This design comes from an exercise in tuning for small area on the open sky130 flow, not from production work. RTL that was checked went through simulation tests only; none was proved equivalent to the original. No functional check of the RTL was part of run 1. Power figures rest on the tool's default switching activity, not on a simulated workload.

**flow/flow/run.sh**
```bash
#!/bin/bash
set -euo pipefail
W=$(pwd)

# synthesis script: the standard flow's, with the ABC call pointed at the area script
{
  cat <<'TCL'
proc abc {args} {
  set i [lsearch -exact $args -script]
  if {$i >= 0} { lset args [expr {$i + 1}] $::env(AREA_ABC_SCRIPT) }
  yosys abc {*}$args
}
TCL
  cat "$W/synth_recipe.tcl"
} > "$W/area_synth.tcl"
export AREA_ABC_SCRIPT="$W/flow/area.script"

CTS="-sink_clustering_enable -repair_clock_nets -sink_clustering_size 20 -sink_clustering_max_diameter 60 -buf_list {sky130_fd_sc_hd__clkbuf_8 sky130_fd_sc_hd__clkbuf_16} -dont_use_dummy_load"
sed -E "s#SYNTH_SCRIPT=[^ ]+#SYNTH_SCRIPT=$W/area_synth.tcl 'BUFFER_PORTS_ARGS=-buffer_cell sky130_fd_sc_hd__buf_1' 'CTS_ARGS=$CTS'#" "$W/standard.sh" > "$W/area_standard.sh"
grep -q "SYNTH_SCRIPT=$W/area_synth.tcl" "$W/area_standard.sh"

bash "$W/area_standard.sh" > "$W/flow_make.log" 2>&1
```
**flow/flow/area.script**
```
strash
&get -n
&st
&dch
&nf -R 100 -C 32 -F 8
&st
&dch
&nf -R 100 -C 32 -F 8
&put
topo
```
**flow/standard.sh**
```bash
#!/bin/bash
# synth_recipe.tcl (not shown) runs the flow's synth.tcl, then flattens the netlist and writes it again
# the make line also repeats each setting of config.mk as NAME=value (left out here)
make -C /OpenROAD-flow-scripts/flow DESIGN_CONFIG=/design/flow/config.mk WORK_HOME=/design/flow/orfs CLKGATE_MAP_FILE= SYNTH_SCRIPT=/design/flow/synth_recipe.tcl "${@:-finish}"
```
**flow/config.mk**
```make
export PLATFORM = sky130hd
export DESIGN_NAME = Top_1553B_APB
export DESIGN_NICKNAME = Top_1553B_APB
export VERILOG_FILES = /design/flow/design.v
export SDC_FILE = /design/flow/constraint.sdc
export NUM_CORES = 4
export LEC_CHECK = 0
export CAP_MARGIN = 20
export CORE_MARGIN = 2
export CORE_UTILIZATION = 70
export CTS_BUF_LIST = sky130_fd_sc_hd__clkbuf_8
export CTS_CLUSTER_DIAMETER = 60
export CTS_CLUSTER_SIZE = 16
export SLEW_MARGIN = 20
```
**flow/constraint.sdc**
```tcl
create_clock -name core_clock -period 10.0 [get_ports {APB_CLK}]
set_input_delay 2.0000 -clock core_clock [delete_from_list [all_inputs] [get_ports {APB_CLK}]]
set_output_delay 2.0000 -clock core_clock [all_outputs]
set_load 0.01 [all_outputs]
```
**flow/design.v**
```verilog
module fifo_rx_ring #(
  parameter DW = 19
) (
  input               clk,
  input               rst_n,
  input               w_req,       
  input               new_word,    
  output              unfull,
  input  [DW-1:0]     din,
  input               r_req,
  output              unempty,
  output [DW-1:0]     data_o
);
reg [DW*33-1:0] ring;      
reg [5:0]       hr;        
reg [5:0]       tr;        
reg             pend;      
reg [DW-1:0]    rd_cap;
wire [5:0] hr1 = (hr == 6'd32) ? 6'd0 : hr + 6'd1;
wire [5:0] tr1 = (tr == 6'd32) ? 6'd0 : tr + 6'd1;
assign unempty = (hr != tr);
assign unfull  = (tr != hr1);
wire do_w = w_req & unfull;
wire do_r = r_req & unempty;
wire ins = pend && (w_req ? (tr == 6'd32) : (tr1 == 6'd32));
always @(posedge clk) begin
  ring <= {ring[DW*32-1:0], ins ? din : ring[DW*33-1 -: DW]};
end
always @(posedge clk) begin
  if (new_word)
    pend <= 1'b1;
  else if (ins)
    pend <= 1'b0;
end
always @(posedge clk) begin
  if (!rst_n) begin
    hr <= 6'd0;
    tr <= 6'd0;
  end else begin
    if (!do_r) hr <= hr1;
    if (!do_w) tr <= tr1;
  end
end
reg [DW-1:0] tap;
reg          at_tap;
integer k;
always @* begin
  tap    = {DW{1'b0}};
  at_tap = 1'b0;
  for (k = 0; k < 11; k = k + 1)
    if (hr == 3*k) begin
      tap    = tap | ring[DW*3*k +: DW];
      at_tap = 1'b1;
    end
end
always @(posedge clk) begin
  if (at_tap)
    rd_cap <= tap;
end
wire head_is_din = !w_req && (hr == tr1);
assign data_o = head_is_din ? din : (at_tap ? tap : rd_cap);
endmodule
module fifo_tx_ring #(
  parameter DW = 20
) (
  input               clk,
  input               rst_n,
  input               w_req,
  output              unfull,
  input  [DW-1:0]     din,
  input               r_req,
  output              unempty,
  input               hold_popped,
  output [DW-1:0]     tap_data,    
  output              tap_hit
);
reg [DW*33-1:0] ring;      
reg [5:0]       hr;        
reg [5:0]       tr;        
wire [5:0] hr1 = (hr == 6'd32) ? 6'd0 : hr + 6'd1;
wire [5:0] tr1 = (tr == 6'd32) ? 6'd0 : tr + 6'd1;
assign unempty = (hr != tr);
assign unfull  = (tr != hr1);
wire do_w = w_req & unfull;
wire do_r = r_req & unempty;
wire ins_ok = unfull || !hold_popped;
genvar i;
generate
  for (i = 0; i < 33; i = i + 1) begin : g_row
    wire [DW-1:0] prev = ring[DW*((i+32)%33) +: DW];
    if (i % 3 == 0) begin : g_ins
      always @(posedge clk)
        ring[DW*i +: DW] <= (ins_ok && tr == (i+32)%33) ? din : prev;
    end else begin : g_pass
      always @(posedge clk)
        ring[DW*i +: DW] <= prev;
    end
  end
endgenerate
always @(posedge clk) begin
  if (!rst_n) begin
    hr <= 6'd0;
    tr <= 6'd0;
  end else begin
    if (!do_r) hr <= hr1;
    if (!do_w) tr <= tr1;
  end
end
reg [DW-1:0] tap;
reg          hit;
integer k;
always @* begin
  tap = {DW{1'b0}};
  hit = 1'b0;
  for (k = 0; k < 11; k = k + 1)
    if (hr == (3*k+32)%33) begin
      tap = tap | ring[DW*3*k +: DW];
      hit = 1'b1;
    end
end
assign tap_data = tap;
assign tap_hit  = hit;
endmodule
module axis_1553_decoder (
  input             aclk,
  input             arstn,
  output reg [18:0] m_data,
  output reg        m_valid,
  output            m_load,      
  input             m_ready,
  input      [1:0]  diff
);
  localparam [2:0] S_ERR  = 3'd0;
  localparam [2:0] S_WAIT = 3'd1;    
  localparam [2:0] S_CAP  = 3'd2;    
  localparam [2:0] S_RED  = 3'd3;
  localparam [2:0] S_PAR  = 3'd4;
  localparam [2:0] S_TRN  = 3'd5;    
  reg [2:0]  state;
  reg [39:0] win;          
  reg [5:0]  tc;           
  reg [6:0]  pc;           
  reg [3:0]  sk;           
  reg [1:0]  p_diff;
  reg        delay_bit;
  wire eq      = (diff[0] == diff[1]);
  wire pc_zero = (pc == 7'd0);
  wire tc_zero = (tc == 6'd0);
  wire in_wc   = (state == S_WAIT) || (state == S_CAP);
  wire sample  = (state == S_CAP) && (sk == 4'd5);
  wire sync_cmd  = (win[39:34] == 6'b000111);
  wire sync_data = (win[39:34] == 6'b111000);
  wire [15:0] wdata;
  genvar i;
  generate
    for (i = 0; i < 16; i = i + 1) begin : g_bits
      assign wdata[i] = win[2*i+2];
    end
  endgenerate
  always @(posedge aclk) begin
    if (!arstn) begin
      state <= S_ERR;
    end else begin
      case (state)
        S_WAIT: if (!eq && sk == 4'd0) state <= S_CAP;
        S_CAP: begin
          if (pc_zero)
            state <= S_WAIT;
          else if (tc_zero && (sync_cmd || sync_data))
            state <= S_RED;
        end
        S_RED:   state <= S_PAR;
        S_PAR:   state <= S_TRN;
        default: state <= S_WAIT;
      endcase
    end
  end
  always @(posedge aclk) begin
    if (!arstn || !in_wc || !eq)
      pc <= 7'd79;
    else if (!pc_zero)
      pc <= pc - 7'd1;
  end
  always @(posedge aclk) begin
    if (state == S_WAIT)
      delay_bit <= pc_zero;
  end
  always @(posedge aclk) begin
    p_diff <= (state == S_ERR) ? 2'b11 : diff;
    if (state == S_ERR)
      sk <= 4'd0;
    else if (in_wc && ((pc_zero && eq) || (!p_diff[0] && diff[0]) || (!p_diff[1] && diff[1])))
      sk <= 4'd0;
    else if (!((state == S_WAIT) && eq))
      sk <= (sk == 4'd9) ? 4'd0 : sk + 4'd1;
  end
  always @(posedge aclk) begin
    if (sample)
      win[39:1] <= win[38:0];
    if ((state == S_ERR) || (state == S_TRN) || ((state == S_CAP) && pc_zero && eq))
      win[0] <= 1'b0;
    else if (sample)
      win[0] <= p_diff[0];
  end
  always @(posedge aclk) begin
    if (state != S_CAP)
      tc <= 6'd39;
    else if (sample && !tc_zero)
      tc <= tc - 6'd1;
  end
  assign m_load = (state == S_TRN);
  always @(posedge aclk) begin
    if (state == S_TRN)
      m_data <= {win[39], delay_bit, (^wdata) ^ win[0], wdata};
  end
  always @(posedge aclk) begin
    if (state == S_TRN)
      m_valid <= 1'b1;
    else if (m_ready)
      m_valid <= 1'b0;
  end
endmodule
module axis_1553_encoder (
  input         aclk,
  input         arstn,
  input  [19:0] s_data,      
  input         s_data_hit,
  input         s_valid,
  output        s_ready,
  output        s_hold,      
  output [1:0]  diff,
  output        en_diff
);
  localparam [2:0] S_CAP   = 3'd0;    
  localparam [2:0] S_INV   = 3'd1;
  localparam [2:0] S_PARG  = 3'd2;
  localparam [2:0] S_PROC  = 3'd3;
  localparam [2:0] S_PAUSE = 3'd4;    
  localparam [2:0] S_TRN   = 3'd5;    
  reg [2:0]  state;
  reg [19:0] word;
  reg [2:0]  pc;
  reg [5:0]  q;         
  reg        en;
  assign s_ready = (state == S_CAP);
  assign s_hold  = (state == S_INV || state == S_PARG || state == S_PROC);
  wire take = s_data_hit && s_hold;
  always @(posedge aclk) begin
    if (take)
      word <= s_data;
  end
  wire wait_bit = s_data_hit ? s_data[17] : word[17];
  always @(posedge aclk) begin
    if (!arstn) begin
      state <= S_CAP;
    end else begin
      case (state)
        S_CAP:   if (s_valid) state <= S_INV;
        S_INV:   state <= S_PARG;
        S_PARG:  state <= S_PROC;
        S_PROC:  state <= wait_bit ? S_PAUSE : S_TRN;
        S_PAUSE: if (pc == 3'd0) state <= S_TRN;
        S_TRN:   if (q == 6'd0) state <= S_CAP;
        default: state <= S_CAP;
      endcase
    end
  end
  always @(posedge aclk) begin
    if (!arstn || state == S_TRN)
      pc <= 3'd7;
    else if (pc != 3'd0)
      pc <= pc - 3'd1;
  end
  always @(posedge aclk) begin
    en <= (state == S_TRN);
    if (state != S_TRN)
      q <= 6'd39;
    else if (en && q != 6'd0)
      q <= q - 6'd1;
  end
  wire sd = word[19];
  wire sc = word[18];
  wire [39:0] frame;
  assign frame[39:34] = {sd, sd, sd, sc, sc, sc};
  genvar i;
  generate
    for (i = 0; i < 16; i = i + 1) begin : g_bits
      assign frame[2*i+3] = ~word[i];
      assign frame[2*i+2] = word[i];
    end
  endgenerate
  assign frame[1] = ~word[16];
  assign frame[0] = word[16];
  wire bitv = frame[q];
  assign diff    = {en & ~bitv, en & bitv};
  assign en_diff = en;
endmodule
module Core_1553B
(
  input         clk,
  input         rst_n,
  input         r_fifo_rd,
  output        r_fifo_unempty,
  output [18:0] r_fifo_data,
  input         w_fifo_wd,
  output        w_fifo_unfull,
  input  [19:0] w_fifo_data,
  input  [1:0]  rx_1553,
  output [1:0]  tx_1553,
  output        en_tx_1553
);
wire [18:0] dec_data;
wire        dec_valid;
wire        dec_load;
wire        dec_ready;
wire [19:0] enc_data;
wire        enc_hit;
wire        enc_hold;
wire        enc_valid;
wire        enc_ready;
axis_1553_decoder mil1553_decoder (
  .aclk    (clk),
  .arstn   (rst_n),
  .m_data  (dec_data),
  .m_valid (dec_valid),
  .m_load  (dec_load),
  .m_ready (dec_ready),
  .diff    (rx_1553)
);
fifo_rx_ring #(.DW(19)) decoder_fifo (
  .clk     (clk),
  .rst_n   (rst_n),
  .w_req   (dec_valid),
  .new_word(dec_load),
  .unfull  (dec_ready),
  .din     (dec_data),
  .r_req   (r_fifo_rd),
  .unempty (r_fifo_unempty),
  .data_o  (r_fifo_data)
);
axis_1553_encoder mil1553_encoder (
  .aclk    (clk),
  .arstn   (rst_n),
  .s_data  (enc_data),
  .s_data_hit(enc_hit),
  .s_valid (enc_valid),
  .s_ready (enc_ready),
  .s_hold  (enc_hold),
  .diff    (tx_1553),
  .en_diff (en_tx_1553)
);
fifo_tx_ring #(.DW(20)) encoder_fifo (
  .clk     (clk),
  .rst_n   (rst_n),
  .w_req   (w_fifo_wd),
  .unfull  (w_fifo_unfull),
  .din     (w_fifo_data),
  .r_req   (enc_ready),
  .unempty (enc_valid),
  .hold_popped(enc_hold),
  .tap_data(enc_data),
  .tap_hit (enc_hit)
);
endmodule
module APB_Slave_Interface (
  input      APB_CLK,
  input      APB_RESETn,
  input      APB_SEL,
  input      APB_ENABLE,
  output     APB_READY,
  output     access_done     
);
localparam [1:0] First  = 2'd0;
localparam [1:0] Second = 2'd1;
localparam [1:0] Third  = 2'd2;
reg [1:0] APBState;
always @(posedge APB_CLK or negedge APB_RESETn) begin
  if (!APB_RESETn) begin
    APBState <= First;
  end else begin
    case (APBState)
      First:   if (APB_SEL) APBState <= Second;
      Second:  if (APB_ENABLE) APBState <= Third;
      default: APBState <= First;
    endcase
  end
end
assign APB_READY   = (APBState == Third);
assign access_done = (APBState == Third);
endmodule
module Top_1553B_APB
(
  APB_CLK,
  APB_RESETn,
  APB_RDATA,
  APB_READY,
  APB_SLVERR,
  APB_STRB,
  APB_PROT,
  APB_ADDR,
  APB_ENABLE,
  APB_WRITE,
  APB_WDATA,
  APB_SEL,
  rx0_1553,
  tx0_1553,
  tx0_en,
  rx1_1553,
  tx1_1553,
  tx1_en
);
input          APB_CLK;
input          APB_RESETn;
output [31:0]  APB_RDATA;
output         APB_READY;
output         APB_SLVERR;
input  [7:0]   APB_STRB;
input  [2:0]   APB_PROT;
input  [31:0]  APB_ADDR;
input          APB_ENABLE;
input          APB_WRITE;
input  [31:0]  APB_WDATA;
input          APB_SEL;
input     [1:0] rx0_1553;
output    [1:0] tx0_1553;
output    tx0_en;
input     [1:0] rx1_1553;
output    [1:0] tx1_1553;
output    tx1_en;
wire access_done;
APB_Slave_Interface APB_Inter_inst (
  .APB_CLK     (APB_CLK),
  .APB_RESETn  (APB_RESETn),
  .APB_SEL     (APB_SEL),
  .APB_ENABLE  (APB_ENABLE),
  .APB_READY   (APB_READY),
  .access_done (access_done)
);
assign APB_SLVERR = 1'b0;
wire sel_rx = (APB_ADDR[4:2] == 3'd2);
wire sel_tx = (APB_ADDR[4:2] == 3'd3);
wire        rx_unempty;
wire [18:0] rx_word;
wire        tx_unfull;
reg flag_q;
always @(posedge APB_CLK)
  flag_q <= APB_ADDR[2] ? tx_unfull : rx_unempty;
assign APB_RDATA[31]    = sel_rx & flag_q;
assign APB_RDATA[30:24] = 7'd0;
assign APB_RDATA[23]    = sel_rx & ~rx_word[18];
assign APB_RDATA[22]    = sel_rx &  rx_word[18];
assign APB_RDATA[21:19] = 3'd0;
assign APB_RDATA[18]    = sel_rx & rx_word[17];
assign APB_RDATA[17]    = 1'b0;
assign APB_RDATA[16:1]  = {16{sel_rx}} & rx_word[16:1];
assign APB_RDATA[0]     = (sel_rx & rx_word[0]) | (sel_tx & flag_q);
wire [19:0] tx_word;
assign tx_word[19]   = (APB_WDATA[23:21] == 3'b010);
assign tx_word[18]   = (APB_WDATA[23:21] == 3'b100);
assign tx_word[17]   = APB_WDATA[18];
assign tx_word[16]   = (^APB_WDATA[15:0]) ^ APB_WDATA[16];
assign tx_word[15:0] = APB_WDATA[15:0] ^ {16{APB_WDATA[17]}};
assign tx1_1553 = 2'b00;
assign tx1_en = 1'b0;
Core_1553B CoreOne_inst
(
  .clk              (APB_CLK),
  .rst_n            (APB_RESETn),
  .r_fifo_rd        (access_done & ~APB_WRITE & sel_rx),
  .r_fifo_unempty   (rx_unempty),
  .r_fifo_data      (rx_word),
  .w_fifo_wd        (access_done & APB_WRITE & sel_tx),
  .w_fifo_unfull    (tx_unfull),
  .w_fifo_data      (tx_word),
  .rx_1553          (rx0_1553),
  .tx_1553          (tx0_1553),
  .en_tx_1553       (tx0_en)
);
endmodule
```
==> results.toml, run 1 <==
[synthesis]
synth.yosys.seq_area_share_pct = 79.5
yosys_warnings = 6
netlist_area_sq_um = 37500
ys_ff_latch = 1450
ys.flop_type = "dfxtp_1"
post_synth_num_cell_types = 55
syn_inst = 2717
syn_area_per_cell_sq_um = 13.8
synth-edff-count = 79
async_flop_share_pct = 0.138

[global_routing]
grt_pass1_vias = 20900
antenna_found_initial = 0
globalRouteOverflowTotal = 0
grt_max_degree = 42
grt_pass1_wl_mm = 121
grt_usage_pct = 28.2

[placed_design]
io_buffers = 56
gp_congestion = 0.826
place_inst = 3501
post-dp-hpwl_mm = 44.1
preCtsSetupSlack_ns = 4.07
placed_area_sq_um = 38900

[timing]
finalWorstSetupSlack_ns = 3.36
fmax_ghz = 0.151
tightestPinTransition_ns = 1.18
finClkSkew_ns = 0.0656
finalSetupViolations = 0
drv_slew = 0
rsz0062_at_grt = "false"
period_needed_ns = 6.64
finalCritPeriodShare_pct = 66.4
finalHoldViolations = 0
final.setup.tns_ns = 0
slew_headroom_pct = 21.3

[run]
cap_violations = 0

[layout]
final_common_cell = "dfxtp_1"
num_antenna_cells = 0
register_area_sq_um = 29800
stdcell_area_sq_um = 41000
nets = 3003
multi_input_area_sq_um = 7520
num-fill-cells = 3282
final_cell_mix = "dfxtp_1, nand2_1, o21ai_0"
fin_util_pct = 77.6
area_growth_pct = 9.21
stdcell_count = 3585
drive_gt1_share_pct = 4.83

[clock_tree]
clock_latency_ns = 0.63
clkTransAtPathRegs_ns = 0.08
cts_root_buf = "clkbuf_16"
numCtsBuffers = 83
cts_resized = 0
htreeDepth = 3
cts_sinks = 1450
clockBufferDepth = 3
postCtsSetupBuffers = 0
postCtsHoldBufs = 0
cts_tree = "done"

[floorplan]
die_y_um = 235
ios = 124
rows = 84
start_util_pct = 71.1
core_sq_um = 52800
die_x_um = 235
die_area_sq_um = 55400

[power]
p_comb_share_pct = 7.4
seq_power_share_pct = 64.0
p_int_mw = 8.47
power.net_switching_mw = 2.57
clockPowerShare_pct = 28.6
p_leak_nw = 16.1
vdd_drop_max_v = 0.000214
power_density_nw_per_um2 = 270
switching_share_pct = 23.3

[min_path]
min_to = "CoreOne_inst.decoder_fifo.ring[123]"
hp-class = "reg -> reg"
min_from = "CoreOne_inst.decoder_fifo.ring[104]"
min_path_cells = 0

[setup_path]
r2r_setup_slack_ns = 5.61
end_kind = "output pin"
path_class = "reg -> out"
r2r-start = "CoreOne_inst.encoder_fifo.hr[0]"
timing.rr.end = "CoreOne_inst.encoder_fifo.ring[197]"
crit_path_start_kind = "flip-flop"
rr_worst_depth = 12
critPathRequiredTime_ns = 8.00
path_max_fanout = 18
critPathArrivalTime_ns = 4.64

[drt]
antenna_left = 0
vias_per_cell = 5.80
wire_per_inst_um = 21.7
vias = 20800
drt-initial-drc-count = 1853
remaining_drc_errors = 0
drt_first_pass_iters = 6
wl_mm = 77.6

[status]
status = "finished clean"
[sequential cells by signal, indices dropped and copies added, names as in the netlist, 4 cells and up]
register / cells
CoreOne_inst.decoder_fifo.hr: 6
CoreOne_inst.decoder_fifo.rd_cap: 19
CoreOne_inst.decoder_fifo.ring: 627
CoreOne_inst.decoder_fifo.tr: 6
CoreOne_inst.encoder_fifo.hr: 6
CoreOne_inst.encoder_fifo.ring: 660
CoreOne_inst.encoder_fifo.tr: 6
CoreOne_inst.mil1553_decoder.m_data: 19
CoreOne_inst.mil1553_decoder.pc: 7
CoreOne_inst.mil1553_decoder.sk: 4
CoreOne_inst.mil1553_decoder.tc: 6
CoreOne_inst.mil1553_decoder.win: 40
CoreOne_inst.mil1553_encoder.q: 6
CoreOne_inst.mil1553_encoder.word: 20
[power groups by stage]
stage / Clock (mW) / Sequential, mW / Combinational [mW]
after floorplan: 0 / 7.05 / 0.528
after global placement: 0 / 7.14 / 0.769
after CTS: 3.20 / 7.07 / 0.808
after global routing: 3.40 / 7.15 / 0.901
final: 3.16 / 7.07 / 0.813
after detailed placement: 0 / 7.18 / 0.799
[worst max-delay path, cell delays in order (launching register included)]
cell and delay (ns):
dfxtp_1 0.40, clkinv_1 0.12, ha_1 0.16, nand2_1 0.05, nor4_1 0.81, nor2_1 0.11
nand2_1 0.16, xnor2_1 0.13, nand3_1 0.09, nor3_1 0.23, and2_1 0.96, nor2_1 0.08
nor3_1 0.51, buf_1 0.21
[stage by stage]
| stage | total power, mW | hold slack (ns) |
|---|---|---|
| floorplan | 7.57 | 0.310 |
| CTS | 11.1 | 0.297 |
| global placement | 7.91 | 0.310 |
| detailed placement | 7.98 | 0.312 |
| finish | 11.0 | 0.293 |
| global route | 11.5 | 0.299 |
[per-layer routing]
layer	GRT usage [%]	part of all wire, %
met1	37.5	43
met2	47.9	48
met3	4.07	5.9
met5	0	0
met4	9.38	3.1
[synthesized netlist by cell type, types with 2 or more instances]
master,number,area (sq um)
nand4_1,43,269
buf_4,15,113
nand2_1,289,1080
dfxtp_1,1369,27400
a22o_1,23,201
or3b_1,2,17.5
o22ai_1,3,18.8
or3_1,2,12.5
mux2_1,45,507
nor3b_1,2,15.0
and3_1,19,119
o211a_1,5,50.1
edfxtp_1,79,2370
a222oi_1,93,931
xnor2_1,60,526
xor2_1,29,254
nor2b_1,13,81.3
nor3_1,41,205
or2_0,3,18.8
or4_1,3,22.5
mux4_2,3,67.6
nand2b_1,10,62.6
and2_0,6,37.5
a221oi_1,28,245
mux2i_1,4,40.0
a21oi_1,42,210
o21a_1,4,30.0
nor2_1,93,349
o2111ai_1,3,26.3
dfrtp_1,2,50.1
o21bai_1,3,22.5
a21o_1,3,22.5
nand3_1,20,100
o21ai_0,250,1250
ha_1,20,250
clkinv_1,38,143
a31oi_1,2,12.5
a22oi_1,14,105
nand3b_1,2,15.0
o41ai_1,2,17.5
nor4_1,16,100
[worst max path at each step]
stage	slack, ns	startpoint	end
2_1_floorplan	3.63	CoreOne_inst.decoder_fifo.hr[0]	APB_RDATA[0]
4_1_cts	3.42	CoreOne_inst.decoder_fifo.tr[0]	APB_RDATA[9]
3_5_place_dp	4.07	CoreOne_inst.decoder_fifo.tr[0]	APB_RDATA[9]
6_report	3.36	CoreOne_inst.decoder_fifo.tr[0]	APB_RDATA[9]
5_1_grt	3.09	CoreOne_inst.decoder_fifo.tr[0]	APB_RDATA[9]
3_3_place_gp	4.20	CoreOne_inst.decoder_fifo.tr[0]	APB_RDATA[9]
[layout make-up]
class,count,area share [%]
sequential,1450,72.8
multi-input combinational,1228,18.4
clock buffer,83,5.07
tap,688,2.10
timing repair buffer,98,1.29
inverter,38,0.348
[cells by family (layout without fill, tap and decap cells)]
logic type,Yosys count,in the layout,share of synthesized area [%]
buffers and inverters,53,219,0.681
flip-flops,1450,1450,79.5
adder cells (fa/ha/maj),20,20,0.667
other,1,15,0.0100
multiplexers,52,52,1.64
XOR/XNOR,89,89,2.08
AO/OA/AOI/OAI,483,483,8.57
AND/OR/NAND/NOR,569,569,6.82
==> run 2: changes to the inputs <==
--- a/flow/design.v
+++ b/flow/design.v
@@ -71,8 +71,10 @@
   input               r_req,
   output              unempty,
   input               hold_popped,
-  output [DW-1:0]     tap_data,    
-  output              tap_hit
+  output [2:0]        tap_hdr,       
+  output              tap_hdr_hit,
+  output [DW-4:0]     tap_body,      
+  output              tap_body_hit
 );
 reg [DW*33-1:0] ring;      
 reg [5:0]       hr;        
@@ -106,20 +108,31 @@
     if (!do_w) tr <= tr1;
   end
 end
-reg [DW-1:0] tap;
-reg          hit;
+reg [2:0]    tap_h;
+reg          hit_h;
+reg [DW-4:0] tap_b;
+reg          hit_b;
 integer k;
 always @* begin
-  tap = {DW{1'b0}};
-  hit = 1'b0;
+  tap_h = 3'd0;
+  hit_h = 1'b0;
   for (k = 0; k < 11; k = k + 1)
     if (hr == (3*k+32)%33) begin
-      tap = tap | ring[DW*3*k +: DW];
-      hit = 1'b1;
+      tap_h = tap_h | ring[DW*3*k+DW-3 +: 3];
+      hit_h = 1'b1;
+    end
+  tap_b = {(DW-3){1'b0}};
+  hit_b = 1'b0;
+  for (k = 0; k < 4; k = k + 1)
+    if (hr == (10*k+32)%33) begin
+      tap_b = tap_b | ring[DW*10*k +: DW-3];
+      hit_b = 1'b1;
     end
 end
-assign tap_data = tap;
-assign tap_hit  = hit;
+assign tap_hdr     = tap_h;
+assign tap_hdr_hit = hit_h;
+assign tap_body     = tap_b;
+assign tap_body_hit = hit_b;
 endmodule
 module axis_1553_decoder (
   input             aclk,
@@ -223,8 +236,10 @@
 module axis_1553_encoder (
   input         aclk,
   input         arstn,
-  input  [19:0] s_data,      
-  input         s_data_hit,
+  input  [2:0]  s_hdr,       
+  input         s_hdr_hit,
+  input  [16:0] s_body,      
+  input         s_body_hit,
   input         s_valid,
   output        s_ready,
   output        s_hold,      
@@ -243,13 +258,23 @@
   reg [5:0]  q;         
   reg        en;
   assign s_ready = (state == S_CAP);
-  assign s_hold  = (state == S_INV || state == S_PARG || state == S_PROC);
-  wire take = s_data_hit && s_hold;
-  always @(posedge aclk) begin
-    if (take)
-      word <= s_data;
+  wire hdr_win = (state == S_INV || state == S_PARG || state == S_PROC);
+  reg  body_pend;
+  wire take_body = s_body_hit && body_pend;
+  always @(posedge aclk) begin
+    if (state == S_CAP)
+      body_pend <= s_valid;
+    else if (take_body)
+      body_pend <= 1'b0;
+  end
+  assign s_hold = hdr_win || body_pend;
+  always @(posedge aclk) begin
+    if (s_hdr_hit && hdr_win)
+      word[19:17] <= s_hdr;
+    if (take_body)
+      word[16:0] <= s_body;
   end
-  wire wait_bit = s_data_hit ? s_data[17] : word[17];
+  wire wait_bit = s_hdr_hit ? s_hdr[0] : word[17];
   always @(posedge aclk) begin
     if (!arstn) begin
       state <= S_CAP;
@@ -313,8 +338,10 @@
 wire        dec_valid;
 wire        dec_load;
 wire        dec_ready;
-wire [19:0] enc_data;
-wire        enc_hit;
+wire [2:0]  enc_hdr;
+wire        enc_hdr_hit;
+wire [16:0] enc_body;
+wire        enc_body_hit;
 wire        enc_hold;
 wire        enc_valid;
 wire        enc_ready;
@@ -341,8 +368,10 @@
 axis_1553_encoder mil1553_encoder (
   .aclk    (clk),
   .arstn   (rst_n),
-  .s_data  (enc_data),
-  .s_data_hit(enc_hit),
+  .s_hdr   (enc_hdr),
+  .s_hdr_hit(enc_hdr_hit),
+  .s_body  (enc_body),
+  .s_body_hit(enc_body_hit),
   .s_valid (enc_valid),
   .s_ready (enc_ready),
   .s_hold  (enc_hold),
@@ -358,8 +387,10 @@
   .r_req   (enc_ready),
   .unempty (enc_valid),
   .hold_popped(enc_hold),
-  .tap_data(enc_data),
-  .tap_hit (enc_hit)
+  .tap_hdr (enc_hdr),
+  .tap_hdr_hit(enc_hdr_hit),
+  .tap_body(enc_body),
+  .tap_body_hit(enc_body_hit)
 );
 endmodule
 module APB_Slave_Interface (
--- a/flow/flow/run.sh
+++ b/flow/flow/run.sh
@@ -15,7 +15,7 @@
 } > "$W/area_synth.tcl"
 export AREA_ABC_SCRIPT="$W/flow/area.script"
 
-CTS="-sink_clustering_enable -repair_clock_nets -sink_clustering_size 20 -sink_clustering_max_diameter 60 -buf_list {sky130_fd_sc_hd__clkbuf_8 sky130_fd_sc_hd__clkbuf_16} -dont_use_dummy_load"
+CTS="-sink_clustering_enable -repair_clock_nets -sink_clustering_size 16 -sink_clustering_max_diameter 60 -buf_list sky130_fd_sc_hd__clkbuf_8 -dont_use_dummy_load"
 sed -E "s#SYNTH_SCRIPT=[^ ]+#SYNTH_SCRIPT=$W/area_synth.tcl 'BUFFER_PORTS_ARGS=-buffer_cell sky130_fd_sc_hd__buf_1' 'CTS_ARGS=$CTS'#" "$W/standard.sh" > "$W/area_standard.sh"
 grep -q "SYNTH_SCRIPT=$W/area_synth.tcl" "$W/area_standard.sh"
 
==> results.toml, run 2 <==
[power]
power_mw = 10.0
p_int_mw = 7.67
p_comb_share_pct = 7.6
p_leak_nw = 15.5
power_density_nw_per_um2 = 252
seq_power_share_pct = 67.3
power.net_switching_mw = 2.35
clockPowerShare_pct = 25.1
switching_share_pct = 23.4
vdd_drop_max_v = 0.000178

[setup_path]
end_kind = "output pin"
path_cells = "ha_1 -> nand3_1 -> nor3_2 -> buf_4 -> nor4_1 -> nand3_1 -> buf_4 -> nor2_1 -> a41oi_1 -> nor2_1 -> nor3_1 -> buf_1"
cpMaxStageDelayCell = "dfxtp_1"
crit_family = "simple AND/OR/NAND/NOR gates"
critPathRequiredTime_ns = 8.00
path_class = "reg -> out"
path_max_fanout = 32
cp_num_buf_inv = 3
critPathMaxStageDelay_ns = 0.52
critPathArrivalTime_ns = 3.98
crit_path_start_kind = "flip-flop"

[timing]
final.setup.tns_ns = 0
tightestPinTransition_ns = 1.10
rsz0062_at_grt = "false"
finalSetupViolations = 0
finalCritPeriodShare_pct = 59.8
finClkSkew_ns = 0.0485
period_needed_ns = 5.98
finalHoldViolations = 0
slew_headroom_pct = 27.0
finalWorstSetupSlack_ns = 4.02
fmax_ghz = 0.167
drv_slew = 0

[layout]
num_antenna_cells = 0
nets = 2977
num-fill-cells = 3360
final_common_cell = "dfxtp_1"
area_growth_pct = 7.26
drive_gt1_share_pct = 5.09
final_cell_mix = "dfxtp_1, nand2_1, o21ai_0"
top_regs = "CoreOne_inst.encoder_fifo.ring: 660 flops, CoreOne_inst.decoder_fifo.ring: 627 flops, CoreOne_inst.mil1553_decoder.win: 40 flops"
largest_reg_flops = 660
stdcell_area_sq_um = 39800
regMostFlops = "CoreOne_inst.encoder_fifo.ring"

[synthesis]
netlist_top_cells_count = "dfxtp_1, nand2_1, o21ai_0"
synth_top_area_share_pct = 73.9
yosys_warnings = 6
synthTopCellsByArea = "dfxtp_1, edfxtp_1, o21ai_0"
synth-edff-count = 80
synth.most_common_cell = "dfxtp_1"
syn_inst = 2682
ys.flop_type = "dfxtp_1"
netlist_area_sq_um = 37100
post_synth_num_cell_types = 58
async_flop_share_pct = 0.138
synth.yosys.seq_area_share_pct = 80.6
synth_top_area_cell = "dfxtp_1"
ys_ff_latch = 1451
syn_area_per_cell_sq_um = 13.8

[global_routing]
globalRouteOverflowTotal = 0
grt_usage_pct = 25.3
antenna_found_initial = 0
grt_pass1_wl_mm = 106
grt_pass1_vias = 19300
grt_max_degree = 42

[clock_tree]
cts_tree = "done"
cts_root_buf = "clkbuf_8"
clock_latency_ns = 0.71
postCtsHoldBufs = 0
cts_sinks = 1451
postCtsSetupBuffers = 0
numCtsBuffers = 101
htreeDepth = 3
clkTransAtPathRegs_ns = 0.10
cts_resized = 0
clockBufferDepth = 3

[floorplan]
die_area_sq_um = 54800
start_util_pct = 70.7
core_sq_um = 52400
ios = 124
die_y_um = 234
die_x_um = 234
rows = 84

[drt]
drt-initial-drc-count = 1475
drt_first_pass_iters = 8
vias_per_cell = 5.48
wl_met2_mm = 32.8
drt-met1-wl_mm = 29.9
antenna_left = 0
remaining_drc_errors = 0
routed.top_layer = "met4"
wire_per_inst_um = 19.2
route.met3.wl_mm = 3.60
wl_mm = 68.2
vias = 19500

[status]
status = "finished clean"

[placed_design]
placed_area_sq_um = 38400
io_buffers = 56
preCtsSetupSlack_ns = 4.65
gp_congestion = 0.830
post-dp-hpwl_mm = 40.5

[run]
cap_violations = 0

[min_path]
hp-class = "reg -> reg"
-- run 2: changes by cell type after synthesis, moves of 15 or more --
| cell | before | now |
|---|---|---|
| a21oi_1 | 42 | 73 |
| a221oi_1 | 28 | 4 |
| a222oi_1 | 93 | 66 |
| a22o_1 | 23 | 3 |
| a22oi_1 | 14 | 37 |
| a41oi_1 | 0 | 15 |
| and3_1 | 19 | 37 |
| mux2_1 | 45 | 30 |
| nand2_1 | 289 | 266 |
| nand4_1 | 43 | 11 |
| nor2_1 | 93 | 152 |
| o21ai_0 | 250 | 211 |
-- run 2: area by class of cell --
cell class	count	area, sq um	area share, %
sequential	1451	29900	75.1
multi-input combinational	1197	7060	17.8
clock buffer	101	1390	3.50
tap	688	861	2.17
timing repair buffer	89	462	1.16
inverter	33	124	0.312
-- run 2: path summary, 6_finish.rpt --
check                                                    start                                   to  slack [ns]  cells past startpoint
setup / recovery               CoreOne_inst.decoder_fifo.hr[0]                         APB_RDATA[3]        4.02                     12
hold reg to reg            CoreOne_inst.encoder_fifo.ring[367]  CoreOne_inst.encoder_fifo.ring[387]        0.28                      0
setup reg to reg               CoreOne_inst.encoder_fifo.hr[1]   CoreOne_inst.encoder_fifo.ring[65]        4.81                     12
min in group asynchronous                           APB_RESETn           APB_Inter_inst.APBState[0]        1.27                      2
max in group asynchronous                           APB_RESETn           APB_Inter_inst.APBState[1]        8.46                      2
hold / removal             CoreOne_inst.encoder_fifo.ring[367]  CoreOne_inst.encoder_fifo.ring[387]        0.28                      0
-- run 2: power by group through the flow --
| stage | logic, mW | clock network, mW | registers, mW |
|---|---|---|---|
| 2_1_floorplan | 0.519 | 0 | 6.78 |
| 3_3_place_gp | 0.720 | 0 | 6.85 |
| 3_5_place_dp | 0.753 | 0 | 6.88 |
| 4_1_cts | 0.759 | 2.57 | 6.75 |
| 5_1_grt | 0.850 | 2.77 | 6.81 |
| 6_report | 0.761 | 2.51 | 6.74 |
-- run 2: worst register-to-register path, cell delays in order (launching register included) --
cell      delay [ns]
dfxtp_1         0.39
clkinv_1        0.12
ha_1            0.19
and4b_1         0.62
buf_4           0.42
nor2_1          0.12
xnor2_1         0.17
o21ai_0         0.12
nor4_1          0.72
o21ai_0         0.65
nand4_1         0.89
buf_4           0.43
o21ai_0         0.18
-- run 2: per-stage QoR --
stage	utilization, %	std cells	hold WS [ns]
detailed placement	73.2	3458	0.312
finish	75.8	3559	0.280
global placement	73.1	3457	0.310
floorplan	-	2696	0.310
global route	75.8	3559	0.299
CTS	75.8	3559	0.281
-- run 2: layer usage --
layer | global-route usage, % | up-vias
met3 | 3.81 | 137
met5 | 0 | -
li1 | - | 9506
met1 | 33.7 | 9388
met2 | 42.5 | 481
met4 | 8.92 | 0
-- run 2: logic make-up (layout without fill, tap and decap cells) --
| family | after synthesis | in the layout | share of synthesized area, % |
|---|---|---|---|
| DFF | 1451 | 1451 | 80.6 |
| adders and majority gates | 20 | 20 | 0.675 |
| xor gates and xnor gates | 92 | 92 | 2.17 |
| buffers and inverters | 48 | 223 | 0.638 |
| and+or+nand+nor | 587 | 587 | 7.05 |
| other | 1 | 15 | 0.0101 |
| AOI/OAI and AO/OA | 447 | 447 | 7.76 |
| muxes | 36 | 36 | 1.14 |
==> run 3: changes to the inputs <==
==> flow/run.sh (new file) <==
#!/bin/bash
# synth_recipe.tcl (not shown) runs the flow's synth.tcl, then flattens the netlist and writes it again
# the make line also repeats each setting of config.mk as NAME=value (left out here)
make -C /OpenROAD-flow-scripts/flow DESIGN_CONFIG=/design/flow/config.mk WORK_HOME=/design/flow/orfs CLKGATE_MAP_FILE= SYNTH_SCRIPT=/design/flow/synth_recipe.tcl finish
removed: flow/flow/run.sh
removed: flow/flow/area.script
removed: flow/standard.sh
==> results.toml, run 3 <==
[min_path]
hp-class = "reg -> reg"

[layout]
stdcell_count = 3468
top_regs = "CoreOne_inst.encoder_fifo.ring: 660 flops, CoreOne_inst.decoder_fifo.ring: 627 flops, CoreOne_inst.mil1553_decoder.win: 40 flops"
multi_input_area_sq_um = 8410
final_cell_mix = "dfxtp_1, mux2_2, clkbuf_8"
final_common_cell = "dfxtp_1"
nets = 2792
area_growth_pct = 6.83
register_area_sq_um = 29900
num-fill-cells = 3485
drive_gt1_share_pct = 15.3
largest_reg_flops = 660
regMostFlops = "CoreOne_inst.encoder_fifo.ring"

[synthesis]
synthTopCellsByArea = "dfxtp_1, edfxtp_1, mux2_2"
synth_top_area_share_pct = 70.3
synth-edff-count = 80
netlist_area_sq_um = 39000
netlist_top_cells_count = "dfxtp_1, mux2_2, nand2_1"
ys.flop_type = "dfxtp_1"
yosys_warnings = 6
synth.yosys.seq_area_share_pct = 76.6
async_flop_share_pct = 0.138
synth.most_common_cell = "dfxtp_1"
syn_inst = 2619
post_synth_num_cell_types = 71
ys_ff_latch = 1451
syn_area_per_cell_sq_um = 14.9
synth_top_area_cell = "dfxtp_1"

[power]
power_density_nw_per_um2 = 231
vdd_drop_max_v = 0.000153
power_mw = 9.63
p_leak_nw = 16.6

[timing]
tightestPinTransition_ns = 1.13
finClkSkew_ns = 0.0260
slew_headroom_pct = 24.2
finalHoldViolations = 0
fmax_ghz = 0.150
period_needed_ns = 6.68
hold_slack_ns = 0.315
final.setup.tns_ns = 0
finalCritPeriodShare_pct = 66.8
rsz0062_at_grt = "false"
drv_slew = 0
finalWorstSetupSlack_ns = 3.32
finalSetupViolations = 0

[placed_design]
post-dp-hpwl_mm = 43.0
place_inst = 3333
preCtsSetupSlack_ns = 3.32
gp_congestion = 0.827
io_buffers = 56

[setup_path]
critPathRequiredTime_ns = 8.00
cp_num_buf_inv = 3
crit_path_start_kind = "input pin"
end_kind = "output pin"
cpMaxStageDelayCell = "clkdlybuf4s50_1"
path_max_fanout = 15
critPathMaxStageDelay_ns = 0.59
path_class = "in -> out"
path_cells = "clkdlybuf4s50_1 -> nand2b_1 -> or2_2 -> nor4_4 -> buf_4 -> a22o_1 -> clkdlybuf4s50_1"
critPathArrivalTime_ns = 4.68
cp_common_cell = "clkdlybuf4s50_1"
crit_family = "buffers and inverters"

[global_routing]
antenna_found_initial = 1
grt_usage_pct = 25.2
grt_pass1_wl_mm = 110
globalRouteOverflowTotal = 0
grt_max_degree = 40
grt_pass1_vias = 19200

[drt]
drt_first_pass_iters = 8
wire_per_inst_um = 20.6
remaining_drc_errors = 0
vias_per_cell = 5.46
wl_mm = 71.5
drt-initial-drc-count = 1064
vias = 18900
antenna_left = 0

[floorplan]
core_sq_um = 55100
rows = 86
die_x_um = 240
start_util_pct = 70.8
die_area_sq_um = 57600
ios = 124
die_y_um = 240

[clock_tree]
cts_sinks = 1451
cts_resized = 0
clkTransAtPathRegs_ns = 0.09
postCtsSetupBuffers = 0
cts_tree = "done"
clockBufferDepth = 3
htreeDepth = 3
clock_latency_ns = 0.73
cts_root_buf = "clkbuf_8"
postCtsHoldBufs = 0
numCtsBuffers = 101

[run]
cap_violations = 0

[status]
status = "finished clean"
==> run 3: cell count changes after synthesis, sizes merged, moves of 32 or more <==
cell,previous run,this run
o21ai,211,31
a222oi,66,20
a22o,3,36
a22oi,37,84
clkinv,33,1
inv,0,33
clkbuf,0,78
nand2,266,87
nor2,152,63
a21oi,73,35
mux2,30,243
buf,15,54
==> run 3: stage by stage <==
stage	cell area, sq um	utilization (%)
after floorplan	39100	-
after CTS	41700	75.6
after global placement	40100	72.8
after detailed placement	40100	72.8
after global routing	41700	75.6
final	41700	75.6
==> run 3: metal layers <==
layer | global-route usage [%] | up-vias | share of wire [%]
met3 | 4.01 | 148 | 4.3
li1 | - | 9004 | -
met2 | 42.3 | 459 | 48
met5 | 0 | - | 0
met1 | 33.2 | 9325 | 44
met4 | 9.60 | 0 | 3.1
==> run 3: logic make-up after synthesis <==
logic type	share of synthesized area, %
compound gates	4.99
buf+inv	2.14
xor+xnor	2.24
mux	8.44
fa+ha+maj	0.642
other cells	0.00961
flops	76.6
simple gates	4.99
==> run 3: path summary, 6_finish.rpt <==
check | start | end | slack, ns | cells past startpoint
min reg2reg | CoreOne_inst.encoder_fifo.ring[554] | CoreOne_inst.encoder_fifo.ring[574] | 0.32 | 0
min | CoreOne_inst.encoder_fifo.ring[554] | CoreOne_inst.encoder_fifo.ring[574] | 0.32 | 0
min in group asynchronous | APB_RESETn | APB_Inter_inst.APBState[1] | 1.78 | 1
max reg2reg | CoreOne_inst.encoder_fifo.hr[0] | CoreOne_inst.encoder_fifo.ring[314] | 5.39 | 11
max in group asynchronous | APB_RESETn | APB_Inter_inst.APBState[0] | 7.68 | 1
max | APB_ADDR[4] | APB_RDATA[6] | 3.32 | 7
==> run 3: report_power, final <==
part | total [mW] | switching (mW) | internal (mW)
clock network | 2.62 | 1.68 | 0.936
logic | 0.545 | 0.278 | 0.268
registers | 6.47 | 0.171 | 6.30
total | 9.63 | 2.13 | 7.50
==> run 3: layout make-up <==
type	instances	share of cell area (%)
inverter	34	0.306
multi-input combinational	1016	20.2
tap	748	2.25
clock buffer	101	3.34
antenna	1	0.00601
timing repair buffer	84	1.85
sequential	1451	71.7
clock inverter	33	0.420
==> run 4: changes to the inputs <==
--- a/flow/design.v
+++ b/flow/design.v
@@ -12,17 +12,21 @@
   output [DW-1:0]     data_o
 );
 reg [DW*33-1:0] ring;      
-reg [5:0]       hr;        
-reg [5:0]       tr;        
+reg [3:0]       ha;        
+reg [1:0]       hb;
+reg [3:0]       ta;        
+reg [1:0]       tb;
 reg             pend;      
 reg [DW-1:0]    rd_cap;
-wire [5:0] hr1 = (hr == 6'd32) ? 6'd0 : hr + 6'd1;
-wire [5:0] tr1 = (tr == 6'd32) ? 6'd0 : tr + 6'd1;
-assign unempty = (hr != tr);
-assign unfull  = (tr != hr1);
+wire [3:0] ha1 = (hb != 2'd2) ? ha : (ha == 4'd10) ? 4'd0 : ha + 4'd1;
+wire [1:0] hb1 = (hb == 2'd2) ? 2'd0 : hb + 2'd1;
+wire [3:0] ta1 = (tb != 2'd2) ? ta : (ta == 4'd10) ? 4'd0 : ta + 4'd1;
+wire [1:0] tb1 = (tb == 2'd2) ? 2'd0 : tb + 2'd1;
+assign unempty = !(ha == ta && hb == tb);
+assign unfull  = !(ta == ha1 && tb == hb1);
 wire do_w = w_req & unfull;
 wire do_r = r_req & unempty;
-wire ins = pend && (w_req ? (tr == 6'd32) : (tr1 == 6'd32));
+wire ins = pend && (ta == 4'd10) && (w_req ? (tb == 2'd2) : (tb == 2'd1));
 always @(posedge clk) begin
   ring <= {ring[DW*32-1:0], ins ? din : ring[DW*33-1 -: DW]};
 end
@@ -34,30 +38,35 @@
 end
 always @(posedge clk) begin
   if (!rst_n) begin
-    hr <= 6'd0;
-    tr <= 6'd0;
+    ha <= 4'd0;
+    hb <= 2'd0;
+    ta <= 4'd0;
+    tb <= 2'd0;
   end else begin
-    if (!do_r) hr <= hr1;
-    if (!do_w) tr <= tr1;
+    if (!do_r) begin
+      ha <= ha1;
+      hb <= hb1;
+    end
+    if (!do_w) begin
+      ta <= ta1;
+      tb <= tb1;
+    end
   end
 end
+wire at_tap = (hb == 2'd0);
 reg [DW-1:0] tap;
-reg          at_tap;
 integer k;
 always @* begin
-  tap    = {DW{1'b0}};
-  at_tap = 1'b0;
+  tap = {DW{1'b0}};
   for (k = 0; k < 11; k = k + 1)
-    if (hr == 3*k) begin
-      tap    = tap | ring[DW*3*k +: DW];
-      at_tap = 1'b1;
-    end
+    if (ha == k)
+      tap = tap | ring[DW*3*k +: DW];
 end
 always @(posedge clk) begin
   if (at_tap)
     rd_cap <= tap;
 end
-wire head_is_din = !w_req && (hr == tr1);
+wire head_is_din = !w_req && (ha == ta1) && (hb == tb1);
 assign data_o = head_is_din ? din : (at_tap ? tap : rd_cap);
 endmodule
 module fifo_tx_ring #(
@@ -77,22 +86,26 @@
   output              tap_body_hit
 );
 reg [DW*33-1:0] ring;      
-reg [5:0]       hr;        
-reg [5:0]       tr;        
-wire [5:0] hr1 = (hr == 6'd32) ? 6'd0 : hr + 6'd1;
-wire [5:0] tr1 = (tr == 6'd32) ? 6'd0 : tr + 6'd1;
-assign unempty = (hr != tr);
-assign unfull  = (tr != hr1);
+reg [3:0]       ha;        
+reg [1:0]       hb;
+reg [3:0]       ta;        
+reg [1:0]       tb;
+wire [3:0] ha1 = (hb != 2'd2) ? ha : (ha == 4'd10) ? 4'd0 : ha + 4'd1;
+wire [1:0] hb1 = (hb == 2'd2) ? 2'd0 : hb + 2'd1;
+wire [3:0] ta1 = (tb != 2'd2) ? ta : (ta == 4'd10) ? 4'd0 : ta + 4'd1;
+wire [1:0] tb1 = (tb == 2'd2) ? 2'd0 : tb + 2'd1;
+assign unempty = !(ha == ta && hb == tb);
+assign unfull  = !(ta == ha1 && tb == hb1);
 wire do_w = w_req & unfull;
 wire do_r = r_req & unempty;
-wire ins_ok = unfull || !hold_popped;
+wire ins_ok = (unfull || !hold_popped) && (tb == 2'd2);
 genvar i;
 generate
   for (i = 0; i < 33; i = i + 1) begin : g_row
     wire [DW-1:0] prev = ring[DW*((i+32)%33) +: DW];
     if (i % 3 == 0) begin : g_ins
       always @(posedge clk)
-        ring[DW*i +: DW] <= (ins_ok && tr == (i+32)%33) ? din : prev;
+        ring[DW*i +: DW] <= (ins_ok && ta == (i/3+10)%11) ? din : prev;
     end else begin : g_pass
       always @(posedge clk)
         ring[DW*i +: DW] <= prev;
@@ -101,36 +114,40 @@
 endgenerate
 always @(posedge clk) begin
   if (!rst_n) begin
-    hr <= 6'd0;
-    tr <= 6'd0;
+    ha <= 4'd0;
+    hb <= 2'd0;
+    ta <= 4'd0;
+    tb <= 2'd0;
   end else begin
-    if (!do_r) hr <= hr1;
-    if (!do_w) tr <= tr1;
+    if (!do_r) begin
+      ha <= ha1;
+      hb <= hb1;
+    end
+    if (!do_w) begin
+      ta <= ta1;
+      tb <= tb1;
+    end
   end
 end
 reg [2:0]    tap_h;
-reg          hit_h;
 reg [DW-4:0] tap_b;
 reg          hit_b;
 integer k;
 always @* begin
   tap_h = 3'd0;
-  hit_h = 1'b0;
   for (k = 0; k < 11; k = k + 1)
-    if (hr == (3*k+32)%33) begin
+    if (ha == (k+10)%11)
       tap_h = tap_h | ring[DW*3*k+DW-3 +: 3];
-      hit_h = 1'b1;
-    end
   tap_b = {(DW-3){1'b0}};
   hit_b = 1'b0;
   for (k = 0; k < 4; k = k + 1)
-    if (hr == (10*k+32)%33) begin
+    if (ha == ((10*k+32)%33)/3 && hb == ((10*k+32)%33)%3) begin
       tap_b = tap_b | ring[DW*10*k +: DW-3];
       hit_b = 1'b1;
     end
 end
-assign tap_hdr     = tap_h;
-assign tap_hdr_hit = hit_h;
+assign tap_hdr      = tap_h;
+assign tap_hdr_hit  = (hb == 2'd2);
 assign tap_body     = tap_b;
 assign tap_body_hit = hit_b;
 endmodule
==> flow/flow/run.sh (new file) <==
#!/bin/bash
set -euo pipefail
W=$(pwd)

# synthesis script: the standard flow's, with the ABC call pointed at the area script
{
  cat <<'TCL'
proc abc {args} {
  set i [lsearch -exact $args -script]
  if {$i >= 0} { lset args [expr {$i + 1}] $::env(AREA_ABC_SCRIPT) }
  yosys abc {*}$args
}
TCL
  cat "$W/synth_recipe.tcl"
} > "$W/area_synth.tcl"
export AREA_ABC_SCRIPT="$W/flow/area.script"

CTS="-sink_clustering_enable -repair_clock_nets -sink_clustering_size 16 -sink_clustering_max_diameter 60 -buf_list sky130_fd_sc_hd__clkbuf_8 -dont_use_dummy_load"
sed -E "s#SYNTH_SCRIPT=[^ ]+#SYNTH_SCRIPT=$W/area_synth.tcl 'BUFFER_PORTS_ARGS=-buffer_cell sky130_fd_sc_hd__buf_1' 'CTS_ARGS=$CTS'#" "$W/standard.sh" > "$W/area_standard.sh"
grep -q "SYNTH_SCRIPT=$W/area_synth.tcl" "$W/area_standard.sh"

bash "$W/area_standard.sh" > "$W/flow_make.log" 2>&1
==> flow/flow/area.script (new file) <==
strash
&get -n
&st
&dch
&nf -R 100 -C 32 -F 8
&st
&dch
&nf -R 100 -C 32 -F 8
&put
topo
==> flow/standard.sh (new file) <==
#!/bin/bash
# synth_recipe.tcl (not shown) runs the flow's synth.tcl, then flattens the netlist and writes it again
# the make line also repeats each setting of config.mk as NAME=value (left out here)
make -C /OpenROAD-flow-scripts/flow DESIGN_CONFIG=/design/flow/config.mk WORK_HOME=/design/flow/orfs CLKGATE_MAP_FILE= SYNTH_SCRIPT=/design/flow/synth_recipe.tcl "${@:-finish}"
removed: flow/run.sh
==> results.toml, run 4 <==
[floorplan]
core_sq_um = 52300
rows = 84
start_util_pct = 70.5
ios = 124
die_x_um = 234
die_y_um = 234
die_area_sq_um = 54500

[clock_tree]
numCtsBuffers = 101
postCtsSetupBuffers = 0
cts_sinks = 1451
cts_resized = 0
postCtsHoldBufs = 0
clkTransAtPathRegs_ns = 0.10
clockBufferDepth = 3
clock_latency_ns = 0.71
htreeDepth = 3
cts_root_buf = "clkbuf_8"
cts_tree = "done"

[synthesis]
syn_inst = 2683
synth.yosys.seq_area_share_pct = 81.0
synth.most_common_cell = "dfxtp_1"
netlist_top_cells_count = "dfxtp_1, nor2_1, a21oi_1"
post_synth_num_cell_types = 56
netlist_area_sq_um = 36900
async_flop_share_pct = 0.138
synthTopCellsByArea = "dfxtp_1, edfxtp_1, a21oi_1"
yosys_warnings = 6
ys.flop_type = "dfxtp_1"
ys_ff_latch = 1451
syn_area_per_cell_sq_um = 13.7
synth-edff-count = 80
synth_top_area_cell = "dfxtp_1"
synth_top_area_share_pct = 74.3

[placed_design]
io_buffers = 56
post-dp-hpwl_mm = 40.8
gp_congestion = 0.822

[setup_path]
r2r_setup_slack_ns = 5.73
crit_path_start_kind = "flip-flop"
cpMaxStageDelayCell = "nor3_2"
end_kind = "output pin"
startpoint = "CoreOne_inst.decoder_fifo.ha[3]"
path_max_fanout = 11
timing.rr.end = "CoreOne_inst.encoder_fifo.ring[377]"
path_cells = "nand2b_1 -> nor3_2 -> a222oi_1 -> nand3_1 -> o32ai_1 -> a211oi_1 -> a21o_1 -> buf_1"
r2r-start = "CoreOne_inst.encoder_fifo.ha[1]"
critPathArrivalTime_ns = 3.97
critPathMaxStageDelay_ns = 0.91
rr_worst_depth = 11
path_class = "reg -> out"
critPathRequiredTime_ns = 8.00
crit_end = "APB_RDATA[0]"

[global_routing]
antenna_found_initial = 1
grt_max_degree = 43
grt_usage_pct = 25.7
globalRouteOverflowTotal = 0
grt_pass1_wl_mm = 107
grt_pass1_vias = 19100

[drt]
drt-initial-drc-count = 1344
antenna_left = 0
remaining_drc_errors = 0
vias_per_cell = 5.49
vias = 19500
wl_mm = 69.5
drt_first_pass_iters = 8
wire_per_inst_um = 19.5

[layout]
final_cell_mix = "dfxtp_1, nor2_1, a21oi_1"
area_growth_pct = 7.56
nets = 2963
fin_util_pct = 75.8
regMostFlops = "CoreOne_inst.encoder_fifo.ring"
top_regs = "CoreOne_inst.encoder_fifo.ring: 660 flops, CoreOne_inst.decoder_fifo.ring: 627 flops, CoreOne_inst.mil1553_decoder.win: 40 flops"
num-fill-cells = 3354
drive_gt1_share_pct = 5.51
largest_reg_flops = 660
final_common_cell = "dfxtp_1"

[power]
power_mw = 9.54
p_leak_nw = 15.5
power_density_nw_per_um2 = 241
vdd_drop_max_v = 0.000168

[timing]
finalSetupViolations = 0
final.setup.tns_ns = 0
drv_slew = 0
finalHoldViolations = 0
fmax_ghz = 0.168
finClkSkew_ns = 0.0765
finalCritPeriodShare_pct = 59.7
rsz0062_at_grt = "false"
slew_headroom_pct = 23.9
period_needed_ns = 5.97
tightestPinTransition_ns = 1.14

[min_path]
hp-class = "reg -> reg"
min_from = "CoreOne_inst.decoder_fifo.ring[20]"

[run]
cap_violations = 0

[status]
status = "finished clean"
[run 4: cell count changes after synthesis, moves of 33 or more]
cell,change
mux2_2,-163
a21oi_1,+156
nor2_1,+154
o21ai_0,+98
nand2_1,+88
mux2_4,-80
clkbuf_1,-77
clkinv_1,+44
a22oi_1,-36
inv_1,-33
[run 4: cell families (layout without fill, tap and decap cells)]
| group | count (synthesis) | after routing | synth area share [%] |
|---|---|---|---|
| mux | 35 | 35 | 1.09 |
| buf+inv | 60 | 233 | 0.763 |
| flops | 1451 | 1451 | 81.0 |
| simple gates | 543 | 543 | 6.42 |
| other cells | 1 | 16 | 0.0102 |
| compound gates | 507 | 507 | 8.63 |
| xor+xnor | 79 | 79 | 1.88 |
| fa+ha+maj | 7 | 7 | 0.237 |
[run 4: area by class of cell]
type	instances	area (sq um)	share of cell area [%]
antenna	1	2.50	0.00631
inverter	45	169	0.426
clock buffer	101	1390	3.50
sequential	1451	29900	75.3
timing repair buffer	87	443	1.12
tap	688	861	2.17
multi-input combinational	1186	6940	17.5
[run 4: report_power, final]
group | internal, mW | switching (mW)
clock | 0.905 | 1.62
combinational | 0.207 | 0.394
sequential | 6.24 | 0.174
[run 4: stage by stage]
stage	cells	hold WS (ns)	worst slack (ns)	instance area, sq um
after floorplan	2697	0.310	4.97	36900
after global placement	3457	0.310	4.30	38300
after detailed placement	3457	0.312	4.31	38300
after CTS	3558	0.285	3.92	39700
after global routing	3559	0.299	3.86	39700
final	3559	0.280	4.03	39700
[run 4: worst min-delay path by stage]
stage | slack [ns] | cells past startpoint | end
2_1_floorplan | 0.31 | 0 | CoreOne_inst.decoder_fifo.ring[100]
3_3_place_gp | 0.31 | 0 | CoreOne_inst.encoder_fifo.ring[526]
3_5_place_dp | 0.31 | 0 | CoreOne_inst.decoder_fifo.ring[508]
4_1_cts | 0.28 | 0 | CoreOne_inst.decoder_fifo.ring[328]
5_1_grt | 0.30 | 0 | CoreOne_inst.encoder_fifo.ring[644]
6_report | 0.28 | 0 | CoreOne_inst.decoder_fifo.ring[39]
[run 4: critical path, delay by kind of cell (launching register included)]
kind                   cells  cell delay, ns
buffers and inverters      1            0.15
AND/OR/NAND/NOR            3            1.33
AO/OA/AOI/OAI              4            1.23
flip-flops                 1            0.60
[run 4: per-layer routing]
layer	vias to the layer above	share of wire (%)	track usage, %
met5	-	0	0
met4	0	2.9	8.56
met3	143	4.6	4.43
met2	463	48	43.3
met1	9472	44	34.0
li1	9464	-	-
==> run 5: changes to the inputs <==
--- a/flow/flow/run.sh
+++ b/flow/flow/run.sh
@@ -15,7 +15,7 @@
 } > "$W/area_synth.tcl"
 export AREA_ABC_SCRIPT="$W/flow/area.script"
 
-CTS="-sink_clustering_enable -repair_clock_nets -sink_clustering_size 16 -sink_clustering_max_diameter 60 -buf_list sky130_fd_sc_hd__clkbuf_8 -dont_use_dummy_load"
+CTS="-sink_clustering_enable -repair_clock_nets -sink_clustering_size 12 -sink_clustering_max_diameter 50 -buf_list sky130_fd_sc_hd__clkbuf_8 -dont_use_dummy_load"
 sed -E "s#SYNTH_SCRIPT=[^ ]+#SYNTH_SCRIPT=$W/area_synth.tcl 'BUFFER_PORTS_ARGS=-buffer_cell sky130_fd_sc_hd__buf_1' 'CTS_ARGS=$CTS'#" "$W/standard.sh" > "$W/area_standard.sh"
 grep -q "SYNTH_SCRIPT=$W/area_synth.tcl" "$W/area_standard.sh"
 
==> results.toml, run 5 <==
[layout]
regMostFlops = "CoreOne_inst.encoder_fifo.ring"
nets = 3001
drive_gt1_share_pct = 6.74
num_antenna_cells = 0
final_common_cell = "dfxtp_1"
final_cell_mix = "dfxtp_1, nor2_1, a21oi_1"
top_regs = "CoreOne_inst.encoder_fifo.ring: 660 flops, CoreOne_inst.decoder_fifo.ring: 627 flops, CoreOne_inst.mil1553_decoder.win: 40 flops"
largest_reg_flops = 660
num-fill-cells = 3285
area_growth_pct = 8.97

[clock_tree]
cts_resized = 0
clock_latency_ns = 0.79
clockBufferDepth = 3
cts_root_buf = "clkbuf_8"
postCtsSetupBuffers = 0
htreeDepth = 4
postCtsHoldBufs = 0
clkTransAtPathRegs_ns = 0.08
cts_tree = "done"
numCtsBuffers = 139
cts_sinks = 1451

[placed_design]
post-dp-hpwl_mm = 40.8
gp_congestion = 0.822
io_buffers = 56

[power]
clockPowerShare_pct = 29.6
power.net_switching_mw = 2.27
power_density_nw_per_um2 = 248
seq_power_share_pct = 64.4
p_leak_nw = 15.7
p_int_mw = 7.69
vdd_drop_max_v = 0.000175
p_comb_share_pct = 6.0
switching_share_pct = 22.8

[drt]
antenna_left = 0
drt_first_pass_iters = 7
wire_per_inst_um = 19.5
drt-initial-drc-count = 1354
vias_per_cell = 5.48
wl_mm = 70.0
remaining_drc_errors = 0
vias = 19700

[min_path]
min_from = "CoreOne_inst.decoder_fifo.ring[397]"
hp-class = "reg -> reg"
min_to = "CoreOne_inst.decoder_fifo.ring[416]"
min_path_cells = 0

[setup_path]
cp_num_buf_inv = 1
crit_family = "simple AND/OR/NAND/NOR gates"
r2r_setup_slack_ns = 5.71
cpMaxStageDelayCell = "nor3_2"
r2r-start = "CoreOne_inst.encoder_fifo.ha[1]"
crit_path_start_kind = "flip-flop"
critPathMaxStageDelay_ns = 0.89
end_kind = "output pin"
critPathArrivalTime_ns = 4.07
critPathRequiredTime_ns = 8.00
timing.rr.end = "CoreOne_inst.encoder_fifo.ring[377]"
path_cells = "nand2b_1 -> nor3_2 -> a222oi_1 -> nand3_1 -> o32ai_1 -> a211oi_1 -> a21o_1 -> buf_1"
path_class = "reg -> out"
rr_worst_depth = 11
path_max_fanout = 11

[floorplan]
die_x_um = 234
rows = 84
die_area_sq_um = 54500
die_y_um = 234
ios = 124
core_sq_um = 52300
start_util_pct = 70.5

[global_routing]
grtUsageMet2_pct = 43.4
grt_usage_pct = 26.3
antenna_found_initial = 0
grt_busiest_layer = "met2"
grt_pass1_vias = 19500
grt_pass1_wl_mm = 108
grt_use_met1_pct = 33.9
globalRouteOverflowTotal = 0
use_met3_pct = 5.71
grt_max_degree = 43

[timing]
finalCritPeriodShare_pct = 60.7
tightestPinTransition_ns = 1.12
fmax_ghz = 0.165
final.setup.tns_ns = 0
drv_slew = 0
rsz0062_at_grt = "false"
hold_slack_ns = 0.293
finClkSkew_ns = 0.0513
slew_headroom_pct = 24.7
finalHoldViolations = 0
finalSetupViolations = 0
period_needed_ns = 6.07

[synthesis]
netlist_area_sq_um = 36900
synth.most_common_cell = "dfxtp_1"
ys_ff_latch = 1451
synth-edff-count = 80
synthTopCellsByArea = "dfxtp_1, edfxtp_1, a21oi_1"
syn_area_per_cell_sq_um = 13.7
synth_top_area_share_pct = 74.3
netlist_top_cells_count = "dfxtp_1, nor2_1, a21oi_1"
post_synth_num_cell_types = 56
syn_inst = 2683
async_flop_share_pct = 0.138
synth_top_area_cell = "dfxtp_1"
synth.yosys.seq_area_share_pct = 81.0
ys.flop_type = "dfxtp_1"
yosys_warnings = 6

[status]
status = "finished clean"

[run]
cap_violations = 0
[run 5: worst max-delay path by stage]
stage | from | to | slack [ns] | depth (start not counted)
floorplan | APB_ADDR[2] | APB_RDATA[10] | 4.97 | 2
global placement | APB_ADDR[2] | APB_RDATA[0] | 4.30 | 6
detailed placement | APB_ADDR[2] | APB_RDATA[0] | 4.31 | 6
CTS | CoreOne_inst.decoder_fifo.ha[2] | APB_RDATA[22] | 3.81 | 8
global route | CoreOne_inst.decoder_fifo.ha[3] | APB_RDATA[22] | 3.77 | 9
finish | CoreOne_inst.decoder_fifo.ha[3] | APB_RDATA[0] | 3.93 | 8
[run 5: cell type report]
cell class,count,area [sq um],area share [%]
Multi-Input combinational cell,1186,6940,17.3
Tap cell,688,861,2.14
Timing Repair Buffer,87,443,1.10
Sequential cell,1451,29900,74.3
Inverter,45,169,0.420
Clock buffer,139,1910,4.76
[run 5: kinds of logic (layout without fill, tap and decap cells)]
| logic type | Yosys count | count (layout) | share of synthesized area [%] |
|---|---|---|---|
| other cells | 1 | 15 | 0.0102 |
| simple gates | 543 | 543 | 6.42 |
| buf+inv | 60 | 271 | 0.763 |
| mux | 35 | 35 | 1.09 |
| compound gates | 507 | 507 | 8.63 |
| fa+ha+maj | 7 | 7 | 0.237 |
| xor+xnor | 79 | 79 | 1.88 |
| flops | 1451 | 1451 | 81.0 |
[run 5: per-layer routing]
metal / vias up / share of wire (%)
li1: 9543 / -
met1: 9493 / 43
met2: 521 / 49
met3: 136 / 5.4
met4: 0 / 2.6
met5: - / 0
[run 5: power groups by stage]
stage | Sequential [mW] | Clock [mW] | Combinational [mW]
finish | 6.42 | 2.95 | 0.600
global route | 6.46 | 3.22 | 0.668
CTS | 6.42 | 3.01 | 0.598
detailed placement | 6.55 | 0 | 0.593
global placement | 6.53 | 0 | 0.571
floorplan | 6.48 | 0 | 0.415
[run 5: per-stage QoR]
| stage | power (mW) | utilization, % | instances | instance area [sq um] | setup slack, ns |
|---|---|---|---|---|---|
| floorplan | 6.90 | - | 2697 | 36900 | 4.97 |
| global placement | 7.10 | 73.1 | 3457 | 38300 | 4.30 |
| detailed placement | 7.14 | 73.1 | 3457 | 38300 | 4.31 |
| CTS | 10.0 | 76.8 | 3596 | 40200 | 3.81 |
| global route | 10.4 | 76.8 | 3596 | 40200 | 3.77 |
| finish | 9.96 | 76.8 | 3596 | 40200 | 3.93 |
[run 5: worst register-to-register path, cell delays in order (launching register included)]
cell and delay (ns):
dfxtp_1 0.55, nand2b_1 0.24, nor2_1 0.40, nor3_1 0.10
a21o_1 0.20, xor2_1 0.15, nor3_1 0.21, nand3_1 0.17
o21ai_0 0.58, or3_1 0.80, buf_4 0.44, mux2_1 0.35

==> port drivers added, routing unchanged <==
No port has a modelled driver above. Below, the same layouts with a new extraction and two added sets of constraints. Step 1 sets driving cells, clkbuf_16 on the clock port and buf_2 on the other inputs (assumed; they add their load-dependent delay and slew). Step 2 times the ports against the registers' clock, not the clock port: input delays grow and output delays shrink by t, the midpoint of the rising clock arrivals with the driver on. Three values: ideal, step 1, step 2; two values: the first two.
run	t (ns)	setup slack, ns	worst setup path at the end	latest minus earliest clock arrival (ns)
run 1	0.660	3.364 / 3.303 / 3.963	register to output	0.066 / 0.066
run 2	0.738	4.017 / 3.962 / 4.616	input to output	0.061 / 0.061
run 3	0.776	3.319 / 3.289 / 3.289	input to output	0.037 / 0.037
run 4	0.730	4.032 / 3.975 / 4.264	input to output	0.077 / 0.077
run 5	0.820	3.929 / 3.876 / 4.248	input to output	0.053 / 0.053
After both steps setup and hold are still met in every run listed. For run 3, which loses most, drivers alone change the setup slack by -0.030 ns; drivers and shift together by -0.030 ns.
